Context: an optimization exercise on an open-source flow, tuned for small area and a short achievable clock period. The choices shown serve that exercise and are no tape-out recipe.
At most, simulation tests tie the RTL to the original design; equivalence was not proved.
No driver is modelled on the clock port, so clock power and skew are understated where the tree is cut down; a real chip needs a root buffer or a tree.
No activity file was given, so power comes from the tool's default toggle rates.

// fifo_sync
module fifo_sync(clk,rst,wen,ren,data_in,data_out,full,empty);
Size: ~710 cells after synthesis, roughly 70 I/O pins.
export LEC_CHECK = 0
export CAP_MARGIN = 20
export CORE_MARGIN = 2
export CORE_UTILIZATION = 65
export SLEW_MARGIN = 20
create_clock -name core_clock -period 2.0 [get_ports {clk}]
standard.sh (not shown) runs the stock make flow with config.mk's settings and CLKGATE_MAP_FILE= SYNTH_SCRIPT=/design/flow/synth_recipe.tcl, a recipe that flattens the netlist after the stock synthesis.
==> flow/flow/run.sh <==
#!/bin/bash
# Standard layout, with the output-port buffers made ordinary buffers after
# global placement (the standard port buffering picks a slow delay cell).
set -uo pipefail
here=$(pwd)
bash standard.sh finish POST_GLOBAL_PLACE_TCL="$here/flow/outbuf.tcl" > "$here/standard.log" 2>&1
==> flow/flow/outbuf.tcl <==
# Output-port buffers become buf_2.
foreach inst [get_cells output*] {
  replace_cell $inst sky130_fd_sc_hd__buf_2
}
puts "outbuf.tcl: resized [llength [get_cells output*]] output buffers"
The starting point ran to the end with no violations.
Edit:
Settings changed: SETUP_SLACK_MARGIN set to 0.5.
The new run completed with no timing, DRC or antenna violations.
Area after synthesis does not change.
Synthesized cell count does not change.
Power fell by a few percent.
First-iteration DRC count fell by a little under a tenth.
Routed wire length fell slightly.
Edit:
==> flow/run.sh (new file) <==
#!/bin/bash
# synth_recipe.tcl (not shown) runs the flow's synth.tcl, then flattens the netlist and writes it again
# the make line also repeats each setting of config.mk as NAME=value (left out here)
make -C /OpenROAD-flow-scripts/flow DESIGN_CONFIG=/design/flow/config.mk WORK_HOME=/design/flow/orfs CLKGATE_MAP_FILE= SYNTH_SCRIPT=/design/flow/synth_recipe.tcl finish
Settings changed: SETUP_SLACK_MARGIN 0.5 to not set.
removed: flow/flow/run.sh
removed: flow/flow/outbuf.tcl
removed: flow/standard.sh
Synthesized area is unchanged.
Non-clock buffer count goes down by 15.
Die area stays the same.
Sequential share of layout area fell by 0.17 points.
Hold slack gets better by 43 ps.
Total power increases by 3.1%.
Global-route usage came out higher by 2.2 points.
Cell count is lower by 1.4%.
Edit:
==> flow/flow/run.sh (new file) <==
#!/bin/bash
# Standard layout, with the output-port buffers made ordinary buffers after
# global placement (the standard port buffering picks a slow delay cell).
set -uo pipefail
here=$(pwd)
bash standard.sh finish POST_GLOBAL_PLACE_TCL="$here/flow/outbuf.tcl" > "$here/standard.log" 2>&1
==> flow/flow/outbuf.tcl (new file) <==
# Output-port buffers become buf_2.
foreach inst [get_cells output*] {
  replace_cell $inst sky130_fd_sc_hd__buf_2
}
puts "outbuf.tcl: resized [llength [get_cells output*]] output buffers"
==> flow/standard.sh (new file) <==
#!/bin/bash
# synth_recipe.tcl (not shown) runs the flow's synth.tcl, then flattens the netlist and writes it again
# the make line also repeats each setting of config.mk as NAME=value (left out here)
make -C /OpenROAD-flow-scripts/flow DESIGN_CONFIG=/design/flow/config.mk WORK_HOME=/design/flow/orfs CLKGATE_MAP_FILE= SYNTH_SCRIPT=/design/flow/synth_recipe.tcl "${@:-finish}"
Settings changed: SETUP_SLACK_MARGIN set to 0.8.
removed: flow/run.sh
After rerunning: Now the flow finished with setup timing left; wire length climbs by 53%; fmax fell by 12%; global-route usage rose by 8.4 points.


== north ==
fifo_sync, a different RTL version from the one above (not shown whole).
For scale: ~660 cells after synthesis, about 320 flip-flops, about 70 I/O pins, about 11000 um^2 of cells after synthesis.
export LEC_CHECK = 0
export CAP_MARGIN = 20
export CORE_MARGIN = 2
export CORE_UTILIZATION = 65
export GPL_ROUTABILITY_DRIVEN = 0
export PLACE_DENSITY = 0.7
export SETUP_SLACK_MARGIN = 0.7
export SLEW_MARGIN = 20
export TNS_END_PERCENT = 5
create_clock -name core_clock -period 2.0 [get_ports {clk}]
==> flow/flow/run.sh <==
#!/bin/bash
# The standard layout, with three changes:
#  - port buffers become plain buffers after global placement (iobuf.tcl);
#  - CTS without dummy loads, in clusters of at most 20 sinks;
#  - after CTS the clock port drives four branch buffers directly instead of
#    a root buffer and two branch buffers (post_cts.tcl, retree.tcl).
set -uo pipefail
here=$(pwd)
bash standard.sh finish \
  POST_GLOBAL_PLACE_TCL="$here/flow/iobuf.tcl" \
  POST_CTS_TCL="$here/flow/post_cts.tcl" \
  CTS_ARGS="-sink_clustering_enable -repair_clock_nets -sink_clustering_size 20 -sink_clustering_max_diameter 60 -dont_use_dummy_load" \
  > "$here/standard.log" 2>&1
==> flow/flow/post_cts.tcl <==
# After CTS: rebuild the top of the clock tree (retree.tcl), legalize, and
# repair timing again with the new clock arrival times.
source [file join [file dirname [info script]] retree.tcl]
detailed_placement
estimate_parasitics -placement
repair_timing -setup_margin $::env(SETUP_SLACK_MARGIN) -hold_margin $::env(HOLD_SLACK_MARGIN) -repair_tns $::env(TNS_END_PERCENT) -verbose
detailed_placement
check_placement -verbose
estimate_parasitics -placement
report_clock_latency -clock core_clock
Other scripts of this flow, unchanged in this note and not shown: flow/flow/iobuf.tcl, flow/flow/retree.tcl
north: full flow OK, the timing, design-rule and antenna checks passed
For south, these inputs were changed with respect to north:
- CORE_UTILIZATION changed from 65 to 55
- GPL_ROUTABILITY_DRIVEN removed (was 0)
- PLACE_DENSITY removed (was 0.7)
==> comparison <==
Delta (south minus north): wire length fell about 0.45%, cell count of the worst reg-to-reg path shrank by 1, post-route standard cell area excluding fillers higher, part of the cycle the worst path needs now sits higher.
south vs. north: shortest clock period the worst path allows after layout went up, number of filler cells placed in the layout went up, setup slack went down.
north ended up with nfull$_SDFF_PP1_ as its critical path launch point; south ended up with nempty$_SDFF_PP0_.
What east does differently from south at the input level:
- CORE_UTILIZATION now 65, was 55
- SETUP_SLACK_MARGIN now 0.85, was 0.7
Findings:
- Against south, east comes in about 27% lower on largest voltage drop on the vdd net.
- The lower area of the die of east and south is in east.
- Area of the core in east is about 15% below south.
- The higher area of the multi-input gates of east and south is in east.
- In the reports for east and south, the smaller relative max-transition margin belongs to east.
- Min number of placed instances, taps included across east and south: east
- [compare] base=south new=east: die span in y moved down; clock power saw a decrease; wire length went up; total power lost 0.79%.
### east -> west
- SETUP_SLACK_MARGIN changed from 0.85 to 0.7
## What came out
From east to west the numbers moved as follows: simple-gate portion of the synthesized area shows no meaningful change; area of all placed cells without fillers went down about 1.5%.
Looking at fraction of layout cells with a size suffix above 1, west sits 1.5 points below east.
Comparing east and west, the higher setup slack was measured on east.
east and west ended up with roughly the same clock skew.
On west: share of the core filled with cells in the final layout is 1.2 points lower than what east gave.
west: total chip power about 0.5% below east
Share of power burned in the clock network across east and west: no real change.
Between east and west, wire length the detailed router placed on met1 decreased.
From east to west the numbers moved as follows: register-to-register slack decreased 0.02 ns, wire length fell 2.1%.
What middle does differently from west at the input level:
==> flow/flow/run.sh <==
#!/bin/bash
# The standard layout, with three changes:
#  - port buffers become plain buffers after global placement (iobuf.tcl);
#  - CTS without dummy loads, in clusters of at most 28 sinks;
#  - after CTS the clock port drives four branch buffers directly instead of
#    a root buffer and two branch buffers (post_cts.tcl, retree.tcl).
set -uo pipefail
here=$(pwd)
bash standard.sh finish \
  POST_GLOBAL_PLACE_TCL="$here/flow/iobuf.tcl" \
  POST_CTS_TCL="$here/flow/post_cts.tcl" \
  CTS_ARGS="-sink_clustering_enable -repair_clock_nets -sink_clustering_size 28 -sink_clustering_max_diameter 80 -dont_use_dummy_load" \
  > "$here/standard.log" 2>&1
Results
- middle gives less highest clock frequency the design can meet than west did.
- middle went all the way through the flow, and no timing, DRC or antenna check failed.
- middle ends up with a worst setup slack after layout that is 0.010 ns lower than in west.
- middle vs. west: time the final worst path needs with I/O delays and setup +0.010 ns, cell area -about 0.9%, actual transition at the worst max-transition pin roughly the same.


fifo_sync, a different RTL version from the one above (not shown whole).
For scale: about 700 cells after synthesis, roughly 70 I/O pins, about 11000 um2 of cells after synthesis.
==> flow/design.v (excerpt) <==
module fifo_sync(clk,rst,wen,ren,data_in,data_out,full,empty);
export LEC_CHECK = 0
export CAP_MARGIN = 20
export CORE_MARGIN = 2
export CORE_UTILIZATION = 65
export SETUP_SLACK_MARGIN = 0.6
export SLEW_MARGIN = 20
export TNS_END_PERCENT = 5
create_clock -name core_clock -period 2.0 [get_ports {clk}]
==> flow/flow/run.sh <==
#!/bin/bash
# The standard layout, with three changes:
#  - port buffers become plain buffers after global placement (iobuf.tcl);
#  - CTS without dummy loads, in clusters of at most 20 sinks;
#  - after CTS the clock port drives four branch buffers directly instead of
#    a root buffer and two branch buffers (post_cts.tcl, retree.tcl).
set -uo pipefail
here=$(pwd)
bash standard.sh finish \
  POST_GLOBAL_PLACE_TCL="$here/flow/iobuf.tcl" \
  POST_CTS_TCL="$here/flow/post_cts.tcl" \
  CTS_ARGS="-sink_clustering_enable -repair_clock_nets -sink_clustering_size 20 -sink_clustering_max_diameter 60 -dont_use_dummy_load" \
  > "$here/standard.log" 2>&1
==> flow/flow/iobuf.tcl <==
# Port buffers become plain buffers (the standard port buffering picks a slow
# delay cell): buf_2 on the outputs, buf_1 on the inputs.
foreach inst [get_cells output*] {
  replace_cell $inst sky130_fd_sc_hd__buf_2
}
foreach inst [get_cells input*] {
  replace_cell $inst sky130_fd_sc_hd__buf_1
}
puts "iobuf.tcl: [llength [get_cells output*]] output and [llength [get_cells input*]] input buffers"
Scripts as last shown in full above: flow/flow/post_cts.tcl
Other scripts of this flow, unchanged in this note and not shown: flow/flow/retree.tcl
The baseline produced a clean layout.
Change:
--- a/flow/flow/run.sh
+++ b/flow/flow/run.sh
@@ -2,3 +2,3 @@
 # The standard layout, with three changes:
-#  - port buffers become plain buffers after global placement (iobuf.tcl);
+#  - output-port buffers become buf_2 after global placement (outbuf.tcl);
 #  - CTS without dummy loads, in clusters of at most 20 sinks;
@@ -9,3 +9,3 @@
 bash standard.sh finish \
-  POST_GLOBAL_PLACE_TCL="$here/flow/iobuf.tcl" \
+  POST_GLOBAL_PLACE_TCL="$here/flow/outbuf.tcl" \
   POST_CTS_TCL="$here/flow/post_cts.tcl" \
==> flow/flow/outbuf.tcl (new file) <==
# Output-port buffers become buf_2.
foreach inst [get_cells output*] {
  replace_cell $inst sky130_fd_sc_hd__buf_2
}
puts "outbuf.tcl: resized [llength [get_cells output*]] output buffers"
--- a/flow/flow/post_cts.tcl
+++ b/flow/flow/post_cts.tcl
@@ -5,3 +5,3 @@
 estimate_parasitics -placement
-repair_timing -setup_margin $::env(SETUP_SLACK_MARGIN) -hold_margin $::env(HOLD_SLACK_MARGIN) -repair_tns $::env(TNS_END_PERCENT) -verbose
+repair_timing -setup_margin $::env(SETUP_SLACK_MARGIN) -hold_margin $::env(HOLD_SLACK_MARGIN) -repair_tns 100 -verbose
 detailed_placement
Settings changed: SETUP_SLACK_MARGIN 0.6 to 0.7, TNS_END_PERCENT 5 to default.
removed: flow/flow/iobuf.tcl
Outcome: Wire length went up by 14%; clock power went up by about 2%; final area went up by 11%.
No functional check of the RTL was part of any run of this note.

-- afterwards: timing with drivers on the ports --
How much do the figures lean on ideal ports? The routed layouts below were timed once more, with nothing changed but the port constraints.
Step 1 assumes that a clkbuf_16 drives the clock port and a buf_2 every other input.
Step 2 also shifts input and output timing later by t, the mid clock arrival at the registers, as if the neighbouring blocks saw the same clock.
Three values: ideal ports, drivers, drivers and shift; two values: the first two.
run	t (ns)	setup WS [ns]	hold slack, ns	worst setup path after step 2	slew at the worst register clock pin (ns)
the first run of note 1	0.583	0.211 / 0.211 / -0.365	0.451 / 0.451 / 0.451	input to register	0.07 / 0.07
the second run of note 1	0.572	0.493 / 0.488 / 0.130	0.413 / 0.397 / 0.440	input to register	0.06 / 0.06
the third run of note 1	0.582	0.129 / 0.083 / -0.424	0.455 / 0.455 / 0.455	input to register	0.07 / 0.07
the fourth run of note 1	0.595	-0.127 / -0.127 / -0.138	0.459 / 0.459 / 0.459	input to register	0.08 / 0.08
north	0.395	0.658 / 0.658 / 0.412	0.434 / 0.357 / 0.471	input to register	0.08 / 0.08
south	0.393	0.645 / 0.645 / 0.382	0.429 / 0.360 / 0.467	input to register	0.08 / 0.08
east	0.394	0.690 / 0.690 / 0.431	0.434 / 0.359 / 0.478	input to register	0.08 / 0.08
west	0.395	0.669 / 0.669 / 0.417	0.428 / 0.355 / 0.478	input to register	0.08 / 0.08
middle	0.398	0.658 / 0.658 / 0.426	0.411 / 0.335 / 0.483	input to register	0.11 / 0.11
the first run of note 3	0.390	0.472 / 0.472 / 0.195	0.434 / 0.361 / 0.464	input to register	0.08 / 0.08
the second run of note 3	0.393	0.467 / 0.467 / 0.239	0.478 / 0.428 / 0.478	input to register	0.08 / 0.08
With both steps, setup timing fails in the first run of note 1 and the third run of note 1, where it was met with ideal ports. For the first run of note 1, which loses most, drivers alone change the setup slack by 0.000 ns; drivers and shift together by -0.576 ns.
